From an optimization exercise on the open Yosys and OpenROAD flow, aimed at small area and a short achievable clock period; shortcuts taken in it are not production practice.
At most, simulation tests tie the RTL to the original design; equivalence was not proved.
No activity file was given, so power comes from the tool's default toggle rates.

==> v28 <==
## CPU
module CPU(
	input logic clk,
	input logic [15:0] inM,
	input logic [15:0] instruction,
	input logic reset,
	output logic [15:0] outM,
	output logic writeM,
	output logic [14:0] addressM,
	output logic [14:0] pc
);
	logic [15:0] A, D;
	logic [14:0] PC;
	wire c  = instruction[15];
	wire am = instruction[12];
	wire zx = instruction[11];
	wire nx = instruction[10];
	wire zy = instruction[9];
	wire ny = instruction[8];
	wire f  = instruction[7];
	wire no = instruction[6];
	wire nxo = nx ^ no;
	wire nyo = ny ^ no;
	wire kn1 = ~(f | no);
	wire kd = ~zx;
	wire kA = ~am & ~zy;
	wire kM = am & ~zy;
	wire cinn = ~(f & no);
	logic dn0;
	logic xa0;
	logic x0;
	logic ymn0;
	logic ya0;
	logic y0;
	logic gn0;
	logic gfn0;
	logic pn0;
	logic q0;
	logic dn1;
	logic xa1;
	logic x1;
	logic ymn1;
	logic ya1;
	logic y1;
	logic gn1;
	logic gfn1;
	logic pn1;
	logic q1;
	logic dn2;
	logic xa2;
	logic x2;
	logic ymn2;
	logic ya2;
	logic y2;
	logic gn2;
	logic gfn2;
	logic pn2;
	logic q2;
	logic dn3;
	logic xa3;
	logic x3;
	logic ymn3;
	logic ya3;
	logic y3;
	logic gn3;
	logic gfn3;
	logic pn3;
	logic q3;
	logic dn4;
	logic xa4;
	logic x4;
	logic ymn4;
	logic ya4;
	logic y4;
	logic gn4;
	logic gfn4;
	logic pn4;
	logic q4;
	logic dn5;
	logic xa5;
	logic x5;
	logic ymn5;
	logic ya5;
	logic y5;
	logic gn5;
	logic gfn5;
	logic pn5;
	logic q5;
	logic dn6;
	logic xa6;
	logic x6;
	logic ymn6;
	logic ya6;
	logic y6;
	logic gn6;
	logic gfn6;
	logic pn6;
	logic q6;
	logic dn7;
	logic xa7;
	logic x7;
	logic ymn7;
	logic ya7;
	logic y7;
	logic gn7;
	logic gfn7;
	logic pn7;
	logic q7;
	logic dn8;
	logic xa8;
	logic x8;
	logic ymn8;
	logic ya8;
	logic y8;
	logic gn8;
	logic gfn8;
	logic pn8;
	logic q8;
	logic dn9;
	logic xa9;
  ...
Settings: LEC_CHECK=0, CAP_MARGIN=20, CORE_MARGIN=2, CORE_UTILIZATION=40, SETUP_SLACK_MARGIN=4.25, SLEW_MARGIN=20; clock period 12.5 ns.
standard.sh (not shown) runs the stock make flow with config.mk's settings and CLKGATE_MAP_FILE= SYNTH_SCRIPT=/design/flow/synth_recipe.tcl, a recipe that flattens the netlist after the stock synthesis.
==> flow/flow/run.sh <==
#!/bin/bash
# Layout flow: the standard ORFS flow (standard.sh) with two changes:
#  - synthesis maps the logic with the ABC script in flow/abc.script
#    (ORFS's synth.tcl otherwise unchanged; same -nofsm -noshare, flatten and renames)
#  - port buffers are sky130_fd_sc_hd__buf_1 instead of the default choice
set -euo pipefail
W=$PWD
sed "s#log_cmd abc {\*}\$abc_args#log_cmd abc {*}[lreplace \$abc_args 1 1 $W/flow/abc.script]#" \
  "$FLOW_HOME/scripts/synth.tcl" > "$W/synth_custom.tcl"
grep -q "flow/abc.script" "$W/synth_custom.tcl"
sed "s#\$::env(SCRIPTS_DIR)/synth.tcl#$W/synth_custom.tcl#" synth_recipe.tcl > "$W/synth_top.tcl"
grep -q "synth_custom.tcl" "$W/synth_top.tcl"
EXTRA=()
if [[ -f flow/make_args.txt ]]; then mapfile -t EXTRA < <(grep -v '^\s*$' flow/make_args.txt); fi
bash standard.sh SYNTH_SCRIPT="$W/synth_top.tcl" \
  "BUFFER_PORTS_ARGS=-buffer_cell sky130_fd_sc_hd__buf_1" "${EXTRA[@]}" finish > "$W/flow.log" 2>&1
==> flow/flow/abc.script <==
strash; dch; map -a; topo; stime -c
==> flow/flow/make_args.txt <==
SYNTH_KEEP_MODULES=hk_inv hk_and2 hk_nand2 hk_nor2 hk_nand3 hk_xor2 hk_xnor2 hk_aoi22 hk_aoi21 hk_oai21 hk_o22ai
CTS_ARGS=-sink_clustering_enable -repair_clock_nets -dont_use_dummy_load
CORE_UTILIZATION=55
PLACE_DENSITY=0.7
==> inputs of v4, as changes to v28 <==
==> flow/flow/make_args.txt (replaced) <==
SYNTH_KEEP_MODULES=hk_inv hk_and2 hk_nand2 hk_nor2 hk_nand3 hk_xor2 hk_xnor2 hk_aoi22 hk_aoi21 hk_oai21 hk_o22ai
CTS_ARGS=-sink_clustering_enable -repair_clock_nets -dont_use_dummy_load
SETUP_MOVE_SEQUENCE=sizeup,swap
SETUP_SLACK_MARGIN = 5   (was 4.25)
==> inputs of v10, as changes to v28 <==
--- a/flow/design.v
+++ b/flow/design.v
@@ -17,17 +17,14 @@
 	wire zy = instruction[9];
 	wire ny = instruction[8];
 	wire f  = instruction[7];
 	wire no = instruction[6];
 	wire nxo = nx ^ no;
 	wire nyo = ny ^ no;
 	wire kn1 = ~(f | no);
-	wire kd = ~zx;
-	wire kA = ~am & ~zy;
-	wire kM = am & ~zy;
 	wire cinn = ~(f & no);
 	logic dn0;
 	logic xa0;
 	logic x0;
 	logic ymn0;
 	logic ya0;
 	logic y0;
@@ -225,151 +222,179 @@
 	logic G20;
 	logic P20;
 	logic G21;
 	logic iv1;
 	logic G22;
 	logic G23;
 	logic G24;
-	logic iv2;
-	logic iv3;
 	logic G25;
 	logic G26;
-	logic iv4;
-	logic iv5;
+	logic iv2;
 	logic G27;
-	logic iv6;
-	logic iv7;
+	logic iv3;
 	logic G28;
 	logic G29;
 	logic G30;
 	logic G31;
-	hk_and2 u_xa0 (D[0], kd, xa0);
+	hk_inv u_dn0 (D[0], dn0);
+	hk_nor2 u_xa0 (dn0, zx, xa0);
 	hk_xor2 u_x0 (xa0, nxo, x0);
-	hk_aoi22 u_ymn0 (A[0], kA, inM[0], kM, ymn0);
-	hk_xnor2 u_y0 (ymn0, nyo, y0);
+	hk_mux2i u_ymn0 (A[0], inM[0], am, ymn0);
+	hk_nor2 u_ya0 (ymn0, zy, ya0);
+	hk_xor2 u_y0 (ya0, nyo, y0);
 	hk_nand2 u_gn0 (x0, y0, gn0);
 	hk_nand3 u_gfn0 (x0, y0, f, gfn0);
 	hk_xnor2 u_pn0 (x0, y0, pn0);
 	hk_o22ai u_q0 (pn0, kn1, gn0, f, q0);
-	hk_and2 u_xa1 (D[1], kd, xa1);
+	hk_inv u_dn1 (D[1], dn1);
+	hk_nor2 u_xa1 (dn1, zx, xa1);
 	hk_xor2 u_x1 (xa1, nxo, x1);
-	hk_aoi22 u_ymn1 (A[1], kA, inM[1], kM, ymn1);
-	hk_xnor2 u_y1 (ymn1, nyo, y1);
+	hk_mux2i u_ymn1 (A[1], inM[1], am, ymn1);
+	hk_nor2 u_ya1 (ymn1, zy, ya1);
+	hk_xor2 u_y1 (ya1, nyo, y1);
 	hk_nand2 u_gn1 (x1, y1, gn1);
 	hk_nand3 u_gfn1 (x1, y1, f, gfn1);
 	hk_xnor2 u_pn1 (x1, y1, pn1);
 	hk_o22ai u_q1 (pn1, kn1, gn1, f, q1);
-	hk_and2 u_xa2 (D[2], kd, xa2);
+	hk_inv u_dn2 (D[2], dn2);
+	hk_nor2 u_xa2 (dn2, zx, xa2);
 	hk_xor2 u_x2 (xa2, nxo, x2);
-	hk_aoi22 u_ymn2 (A[2], kA, inM[2], kM, ymn2);
-	hk_xnor2 u_y2 (ymn2, nyo, y2);
+	hk_mux2i u_ymn2 (A[2], inM[2], am, ymn2);
+	hk_nor2 u_ya2 (ymn2, zy, ya2);
+	hk_xor2 u_y2 (ya2, nyo, y2);
 	hk_nand2 u_gn2 (x2, y2, gn2);
 	hk_nand3 u_gfn2 (x2, y2, f, gfn2);
 	hk_xnor2 u_pn2 (x2, y2, pn2);
 	hk_o22ai u_q2 (pn2, kn1, gn2, f, q2);
-	hk_and2 u_xa3 (D[3], kd, xa3);
+	hk_inv u_dn3 (D[3], dn3);
+	hk_nor2 u_xa3 (dn3, zx, xa3);
 	hk_xor2 u_x3 (xa3, nxo, x3);
-	hk_aoi22 u_ymn3 (A[3], kA, inM[3], kM, ymn3);
-	hk_xnor2 u_y3 (ymn3, nyo, y3);
+	hk_mux2i u_ymn3 (A[3], inM[3], am, ymn3);
+	hk_nor2 u_ya3 (ymn3, zy, ya3);
+	hk_xor2 u_y3 (ya3, nyo, y3);
 	hk_nand2 u_gn3 (x3, y3, gn3);
 	hk_nand3 u_gfn3 (x3, y3, f, gfn3);
 	hk_xnor2 u_pn3 (x3, y3, pn3);
 	hk_o22ai u_q3 (pn3, kn1, gn3, f, q3);
-	hk_and2 u_xa4 (D[4], kd, xa4);
+	hk_inv u_dn4 (D[4], dn4);
+	hk_nor2 u_xa4 (dn4, zx, xa4);
 	hk_xor2 u_x4 (xa4, nxo, x4);
-	hk_aoi22 u_ymn4 (A[4], kA, inM[4], kM, ymn4);
-	hk_xnor2 u_y4 (ymn4, nyo, y4);
+	hk_mux2i u_ymn4 (A[4], inM[4], am, ymn4);
+	hk_nor2 u_ya4 (ymn4, zy, ya4);
+	hk_xor2 u_y4 (ya4, nyo, y4);
 	hk_nand2 u_gn4 (x4, y4, gn4);
 	hk_nand3 u_gfn4 (x4, y4, f, gfn4);
 	hk_xnor2 u_pn4 (x4, y4, pn4);
 	hk_o22ai u_q4 (pn4, kn1, gn4, f, q4);
-	hk_and2 u_xa5 (D[5], kd, xa5);
+	hk_inv u_dn5 (D[5], dn5);
+	hk_nor2 u_xa5 (dn5, zx, xa5);
 	hk_xor2 u_x5 (xa5, nxo, x5);
-	hk_aoi22 u_ymn5 (A[5], kA, inM[5], kM, ymn5);
-	hk_xnor2 u_y5 (ymn5, nyo, y5);
+	hk_mux2i u_ymn5 (A[5], inM[5], am, ymn5);
+	hk_nor2 u_ya5 (ymn5, zy, ya5);
+	hk_xor2 u_y5 (ya5, nyo, y5);
 	hk_nand2 u_gn5 (x5, y5, gn5);
 	hk_nand3 u_gfn5 (x5, y5, f, gfn5);
 	hk_xnor2 u_pn5 (x5, y5, pn5);
 	hk_o22ai u_q5 (pn5, kn1, gn5, f, q5);
-	hk_and2 u_xa6 (D[6], kd, xa6);
+	hk_inv u_dn6 (D[6], dn6);
+	hk_nor2 u_xa6 (dn6, zx, xa6);
 	hk_xor2 u_x6 (xa6, nxo, x6);
-	hk_aoi22 u_ymn6 (A[6], kA, inM[6], kM, ymn6);
-	hk_xnor2 u_y6 (ymn6, nyo, y6);
+	hk_mux2i u_ymn6 (A[6], inM[6], am, ymn6);
+	hk_nor2 u_ya6 (ymn6, zy, ya6);
+	hk_xor2 u_y6 (ya6, nyo, y6);
 	hk_nand2 u_gn6 (x6, y6, gn6);
 	hk_nand3 u_gfn6 (x6, y6, f, gfn6);
 	hk_xnor2 u_pn6 (x6, y6, pn6);
 	hk_o22ai u_q6 (pn6, kn1, gn6, f, q6);
-	hk_and2 u_xa7 (D[7], kd, xa7);
+	hk_inv u_dn7 (D[7], dn7);
+	hk_nor2 u_xa7 (dn7, zx, xa7);
 	hk_xor2 u_x7 (xa7, nxo, x7);
-	hk_aoi22 u_ymn7 (A[7], kA, inM[7], kM, ymn7);
-	hk_xnor2 u_y7 (ymn7, nyo, y7);
+	hk_mux2i u_ymn7 (A[7], inM[7], am, ymn7);
+	hk_nor2 u_ya7 (ymn7, zy, ya7);
+	hk_xor2 u_y7 (ya7, nyo, y7);
 	hk_nand2 u_gn7 (x7, y7, gn7);
 	hk_nand3 u_gfn7 (x7, y7, f, gfn7);
 	hk_xnor2 u_pn7 (x7, y7, pn7);
 	hk_o22ai u_q7 (pn7, kn1, gn7, f, q7);
-	hk_and2 u_xa8 (D[8], kd, xa8);
+	hk_inv u_dn8 (D[8], dn8);
+	hk_nor2 u_xa8 (dn8, zx, xa8);
 	hk_xor2 u_x8 (xa8, nxo, x8);
-	hk_aoi22 u_ymn8 (A[8], kA, inM[8], kM, ymn8);
-	hk_xnor2 u_y8 (ymn8, nyo, y8);
+	hk_mux2i u_ymn8 (A[8], inM[8], am, ymn8);
+	hk_nor2 u_ya8 (ymn8, zy, ya8);
+	hk_xor2 u_y8 (ya8, nyo, y8);
 	hk_nand2 u_gn8 (x8, y8, gn8);
 	hk_nand3 u_gfn8 (x8, y8, f, gfn8);
 	hk_xnor2 u_pn8 (x8, y8, pn8);
 	hk_o22ai u_q8 (pn8, kn1, gn8, f, q8);
-	hk_and2 u_xa9 (D[9], kd, xa9);
+	hk_inv u_dn9 (D[9], dn9);
+	hk_nor2 u_xa9 (dn9, zx, xa9);
 	hk_xor2 u_x9 (xa9, nxo, x9);
-	hk_aoi22 u_ymn9 (A[9], kA, inM[9], kM, ymn9);
-	hk_xnor2 u_y9 (ymn9, nyo, y9);
+	hk_mux2i u_ymn9 (A[9], inM[9], am, ymn9);
+	hk_nor2 u_ya9 (ymn9, zy, ya9);
+	hk_xor2 u_y9 (ya9, nyo, y9);
 	hk_nand2 u_gn9 (x9, y9, gn9);
 	hk_nand3 u_gfn9 (x9, y9, f, gfn9);
 	hk_xnor2 u_pn9 (x9, y9, pn9);
 	hk_o22ai u_q9 (pn9, kn1, gn9, f, q9);
-	hk_and2 u_xa10 (D[10], kd, xa10);
+	hk_inv u_dn10 (D[10], dn10);
+	hk_nor2 u_xa10 (dn10, zx, xa10);
 	hk_xor2 u_x10 (xa10, nxo, x10);
-	hk_aoi22 u_ymn10 (A[10], kA, inM[10], kM, ymn10);
-	hk_xnor2 u_y10 (ymn10, nyo, y10);
+	hk_mux2i u_ymn10 (A[10], inM[10], am, ymn10);
+	hk_nor2 u_ya10 (ymn10, zy, ya10);
+	hk_xor2 u_y10 (ya10, nyo, y10);
 	hk_nand2 u_gn10 (x10, y10, gn10);
 	hk_nand3 u_gfn10 (x10, y10, f, gfn10);
 	hk_xnor2 u_pn10 (x10, y10, pn10);
 	hk_o22ai u_q10 (pn10, kn1, gn10, f, q10);
-	hk_and2 u_xa11 (D[11], kd, xa11);
+	hk_inv u_dn11 (D[11], dn11);
+	hk_nor2 u_xa11 (dn11, zx, xa11);
 	hk_xor2 u_x11 (xa11, nxo, x11);
-	hk_aoi22 u_ymn11 (A[11], kA, inM[11], kM, ymn11);
-	hk_xnor2 u_y11 (ymn11, nyo, y11);
+	hk_mux2i u_ymn11 (A[11], inM[11], am, ymn11);
+	hk_nor2 u_ya11 (ymn11, zy, ya11);
+	hk_xor2 u_y11 (ya11, nyo, y11);
 	hk_nand2 u_gn11 (x11, y11, gn11);
 	hk_nand3 u_gfn11 (x11, y11, f, gfn11);
 	hk_xnor2 u_pn11 (x11, y11, pn11);
 	hk_o22ai u_q11 (pn11, kn1, gn11, f, q11);
-	hk_and2 u_xa12 (D[12], kd, xa12);
+	hk_inv u_dn12 (D[12], dn12);
+	hk_nor2 u_xa12 (dn12, zx, xa12);
 	hk_xor2 u_x12 (xa12, nxo, x12);
-	hk_aoi22 u_ymn12 (A[12], kA, inM[12], kM, ymn12);
-	hk_xnor2 u_y12 (ymn12, nyo, y12);
+	hk_mux2i u_ymn12 (A[12], inM[12], am, ymn12);
+	hk_nor2 u_ya12 (ymn12, zy, ya12);
+	hk_xor2 u_y12 (ya12, nyo, y12);
 	hk_nand2 u_gn12 (x12, y12, gn12);
 	hk_nand3 u_gfn12 (x12, y12, f, gfn12);
 	hk_xnor2 u_pn12 (x12, y12, pn12);
 	hk_o22ai u_q12 (pn12, kn1, gn12, f, q12);
-	hk_and2 u_xa13 (D[13], kd, xa13);
+	hk_inv u_dn13 (D[13], dn13);
+	hk_nor2 u_xa13 (dn13, zx, xa13);
 	hk_xor2 u_x13 (xa13, nxo, x13);
-	hk_aoi22 u_ymn13 (A[13], kA, inM[13], kM, ymn13);
-	hk_xnor2 u_y13 (ymn13, nyo, y13);
+	hk_mux2i u_ymn13 (A[13], inM[13], am, ymn13);
+	hk_nor2 u_ya13 (ymn13, zy, ya13);
+	hk_xor2 u_y13 (ya13, nyo, y13);
 	hk_nand2 u_gn13 (x13, y13, gn13);
 	hk_nand3 u_gfn13 (x13, y13, f, gfn13);
 	hk_xnor2 u_pn13 (x13, y13, pn13);
 	hk_o22ai u_q13 (pn13, kn1, gn13, f, q13);
-	hk_and2 u_xa14 (D[14], kd, xa14);
+	hk_inv u_dn14 (D[14], dn14);
+	hk_nor2 u_xa14 (dn14, zx, xa14);
 	hk_xor2 u_x14 (xa14, nxo, x14);
-	hk_aoi22 u_ymn14 (A[14], kA, inM[14], kM, ymn14);
-	hk_xnor2 u_y14 (ymn14, nyo, y14);
+	hk_mux2i u_ymn14 (A[14], inM[14], am, ymn14);
+	hk_nor2 u_ya14 (ymn14, zy, ya14);
+	hk_xor2 u_y14 (ya14, nyo, y14);
 	hk_nand2 u_gn14 (x14, y14, gn14);
 	hk_nand3 u_gfn14 (x14, y14, f, gfn14);
 	hk_xnor2 u_pn14 (x14, y14, pn14);
 	hk_o22ai u_q14 (pn14, kn1, gn14, f, q14);
-	hk_and2 u_xa15 (D[15], kd, xa15);
+	hk_inv u_dn15 (D[15], dn15);
+	hk_nor2 u_xa15 (dn15, zx, xa15);
 	hk_xor2 u_x15 (xa15, nxo, x15);
-	hk_aoi22 u_ymn15 (A[15], kA, inM[15], kM, ymn15);
-	hk_xnor2 u_y15 (ymn15, nyo, y15);
+	hk_mux2i u_ymn15 (A[15], inM[15], am, ymn15);
+	hk_nor2 u_ya15 (ymn15, zy, ya15);
+	hk_xor2 u_y15 (ya15, nyo, y15);
 	hk_nand2 u_gn15 (x15, y15, gn15);
 	hk_nand3 u_gfn15 (x15, y15, f, gfn15);
 	hk_xnor2 u_pn15 (x15, y15, pn15);
 	hk_o22ai u_q15 (pn15, kn1, gn15, f, q15);
 	hk_oai21 u_G0 (pn0, cinn, gfn0, G0);
 	hk_oai21 u_G1 (pn2, gfn1, gfn2, G1);
 	hk_nor2 u_P1 (pn2, pn1, P1);
@@ -410,36 +435,32 @@
 	hk_oai21 u_G20 (P14, G12, G14, G20);
 	hk_nor2 u_P20 (P14, P12, P20);
 	hk_aoi21 u_G21 (P17, G0, G17, G21);
 	hk_inv u_iv1 (G8, iv1);
 	hk_aoi21 u_G22 (P18, iv1, G18, G22);
 	hk_aoi21 u_G23 (P19, G15, G19, G23);
 	hk_aoi21 u_G24 (P20, G16, G20, G24);
-	hk_inv u_iv2 (gfn1, iv2);
-	hk_inv u_iv3 (pn1, iv3);
-	hk_aoi21 u_G25 (iv3, G0, iv2, G25);
+	hk_oai21 u_G25 (pn1, iv0, gfn1, G25);
 	hk_oai21 u_G26 (pn3, G8, gfn3, G26);
-	hk_inv u_iv4 (gfn5, iv4);
-	hk_inv u_iv5 (pn5, iv5);
-	hk_aoi21 u_G27 (iv5, G15, iv4, G27);
-	hk_inv u_iv6 (gfn7, iv6);
-	hk_inv u_iv7 (pn7, iv7);
-	hk_aoi21 u_G28 (iv7, G16, iv6, G28);
+	hk_inv u_iv2 (G15, iv2);
+	hk_oai21 u_G27 (pn5, iv2, gfn5, G27);
+	hk_inv u_iv3 (G16, iv3);
+	hk_oai21 u_G28 (pn7, iv3, gfn7, G28);
 	hk_oai21 u_G29 (pn9, G21, gfn9, G29);
 	hk_oai21 u_G30 (pn11, G22, gfn11, G30);
 	hk_oai21 u_G31 (pn13, G23, gfn13, G31);
 	hk_xnor2 u_outM_0 (q0, cinn, outM[0]);
 	hk_xor2 u_outM_1 (q1, G0, outM[1]);
-	hk_xnor2 u_outM_2 (q2, G25, outM[2]);
+	hk_xor2 u_outM_2 (q2, G25, outM[2]);
 	hk_xnor2 u_outM_3 (q3, G8, outM[3]);
 	hk_xor2 u_outM_4 (q4, G26, outM[4]);
 	hk_xor2 u_outM_5 (q5, G15, outM[5]);
-	hk_xnor2 u_outM_6 (q6, G27, outM[6]);
+	hk_xor2 u_outM_6 (q6, G27, outM[6]);
 	hk_xor2 u_outM_7 (q7, G16, outM[7]);
-	hk_xnor2 u_outM_8 (q8, G28, outM[8]);
+	hk_xor2 u_outM_8 (q8, G28, outM[8]);
 	hk_xnor2 u_outM_9 (q9, G21, outM[9]);
 	hk_xor2 u_outM_10 (q10, G29, outM[10]);
 	hk_xnor2 u_outM_11 (q11, G22, outM[11]);
 	hk_xor2 u_outM_12 (q12, G30, outM[12]);
 	hk_xnor2 u_outM_13 (q13, G23, outM[13]);
 	hk_xor2 u_outM_14 (q14, G31, outM[14]);
 	hk_xnor2 u_outM_15 (q15, G24, outM[15]);
@@ -457,17 +478,14 @@
 	assign writeM = c & instruction[3];
 	assign addressM = A[14:0];
 	assign pc = PC;
 endmodule
 module hk_inv(input logic a, output logic y);
 	assign y = ~a;
 endmodule
-module hk_and2(input logic a, b, output logic y);
-	assign y = a & b;
-endmodule
 module hk_nand2(input logic a, b, output logic y);
 	assign y = ~(a & b);
 endmodule
 module hk_nor2(input logic a, b, output logic y);
 	assign y = ~(a | b);
 endmodule
 module hk_nand3(input logic a, b, c, output logic y);
@@ -475,16 +493,16 @@
 endmodule
 module hk_xor2(input logic a, b, output logic y);
 	assign y = a ^ b;
 endmodule
 module hk_xnor2(input logic a, b, output logic y);
 	assign y = ~(a ^ b);
 endmodule
-module hk_aoi22(input logic a1, a2, b1, b2, output logic y);
-	assign y = ~((a1 & a2) | (b1 & b2));
+module hk_mux2i(input logic a, b, s, output logic y);
+	assign y = ~(s ? b : a);
 endmodule
 module hk_aoi21(input logic a1, a2, b, output logic y);
 	assign y = ~((a1 & a2) | b);
 endmodule
 module hk_oai21(input logic a1, a2, b, output logic y);
 	assign y = ~((a1 | a2) & b);
 endmodule
==> flow/flow/make_args.txt (replaced) <==
SYNTH_KEEP_MODULES=hk_inv hk_nand2 hk_nor2 hk_nand3 hk_xor2 hk_xnor2 hk_mux2i hk_aoi21 hk_oai21 hk_o22ai
CTS_ARGS=-sink_clustering_enable -repair_clock_nets -dont_use_dummy_load
SETUP_SLACK_MARGIN = 4.5   (was 4.25)
==> inputs of v2, as changes to v28 <==
==> flow/flow/make_args.txt (replaced) <==
SYNTH_KEEP_MODULES=hk_inv hk_and2 hk_nand2 hk_nor2 hk_nand3 hk_xor2 hk_xnor2 hk_aoi22 hk_aoi21 hk_oai21 hk_o22ai
CTS_ARGS=-sink_clustering_enable -repair_clock_nets -dont_use_dummy_load
CORE_UTILIZATION=60
PLACE_DENSITY=0.75
SETUP_SLACK_MARGIN = 4.5   (was 4.25)
==> run summary <==
Run status: v10 complete, no violations; v2 complete, no violations; v4 complete, no violations; v28 complete, no violations
Startpoint of the worst setup timing path: v10 instruction[12]; v2 instruction[6]; v4 instruction[6]; v28 instruction[6]
Capture point of the critical path: v10 outM[10]; v2 outM[10]; v4 outM[10]; v28 outM[12]
Total Power: v10 0.740 mW; v2 0.721 mW; v4 0.807 mW; v28 0.714 mW
Cells after DPL: v10 597; v2 539; v4 570; v28 542
Setup slack of the critical path after layout: v10 4.78 ns; v2 4.69 ns; v4 4.61 ns; v28 4.57 ns
Share of total power consumed by net switching: v10 0.466; v2 0.454; v4 0.462; v28 0.450
Number of design-rule violations left by the first detailed-router iteration: v10 190; v2 166; v4 133; v28 137
Relative contribution of combinational cells to total power: v10 0.539; v2 0.537; v4 0.585; v28 0.533
Weighted congestion at the end of routability-driven global placement: v10 0.915; v2 0.926; v4 0.909; v28 0.887
Die footprint: v10 9270 µm²; v2 6170 µm²; v4 9090 µm²; v28 6710 µm²
Max FO, Critical Path: v10 17; v2 10; v4 16; v28 16
Minimum setup slack after placement: v10 3.94 ns; v2 3.95 ns; v4 4.11 ns; v28 4.00 ns
Multiplexer share of the synthesized area: v10 0.0470; v2 0; v4 0; v28 0
Multi-input combinational area share: v10 0.503; v2 0.504; v4 0.558; v28 0.502
Final clock period utilization by the worst path: v10 0.617; v2 0.625; v4 0.632; v28 0.634
Xor/xnor share of the synthesized area: v10 0.203; v2 0.207; v4 0.207; v28 0.207
Final-layout clock-cell area share: v10 0.0175; v2 0.0181; v4 0.0160; v28 0.0182
M1 GR Usage: v10 0.266; v2 0.365; v4 0.267; v28 0.317
Utilization after layout: v10 0.477; v2 0.700; v4 0.527; v28 0.641
Min Tclk post-route: v10 7.72 ns; v2 7.81 ns; v4 7.89 ns; v28 7.93 ns
Share of cell area taken by flip-flops and latches: v10 0.318; v2 0.329; v4 0.292; v28 0.332
Starting utilization of the core area: v10 0.413; v2 0.614; v4 0.410; v28 0.567
Met2 routed wirelength: v10 4.13 mm; v2 3.95 mm; v4 4.52 mm; v28 3.68 mm
For v10, only the layout was checked, not whether the RTL still works.

[what the ideal ports hide]
Ports are ideal in the flow. The routed layouts listed here were re-timed in OpenROAD.
Step 1 sets driving cells, clkbuf_16 on the clock port and buf_2 on the other inputs (assumed; they add their load-dependent delay and slew).
Step 2 also shifts input and output timing later by t, the mid clock arrival at the registers, as if the neighbouring blocks saw the same clock.
Three values: ideal, step 1, step 2; two values: the first two.
run | t, ns | setup WS [ns] | clock arrival spread, ns | worst data-port slew with drivers (ns) | pins driven straight from the clock port
v28 | 0.323 | 4.575 / 4.533 / 4.533 | 0.019 / 0.019 | 0.05 | 1
v4 | 0.324 | 4.606 / 4.542 / 4.542 | 0.019 / 0.018 | 0.09 | 1
v10 | 0.325 | 4.783 / 4.759 / 4.759 | 0.013 / 0.013 | 0.04 | 1
v2 | 0.321 | 4.692 / 4.667 / 4.667 | 0.017 / 0.016 | 0.04 | 1
After both steps every run listed still meets setup and hold. For v4, which loses most, drivers alone change the setup slack by -0.064 ns; drivers and shift together by -0.064 ns.
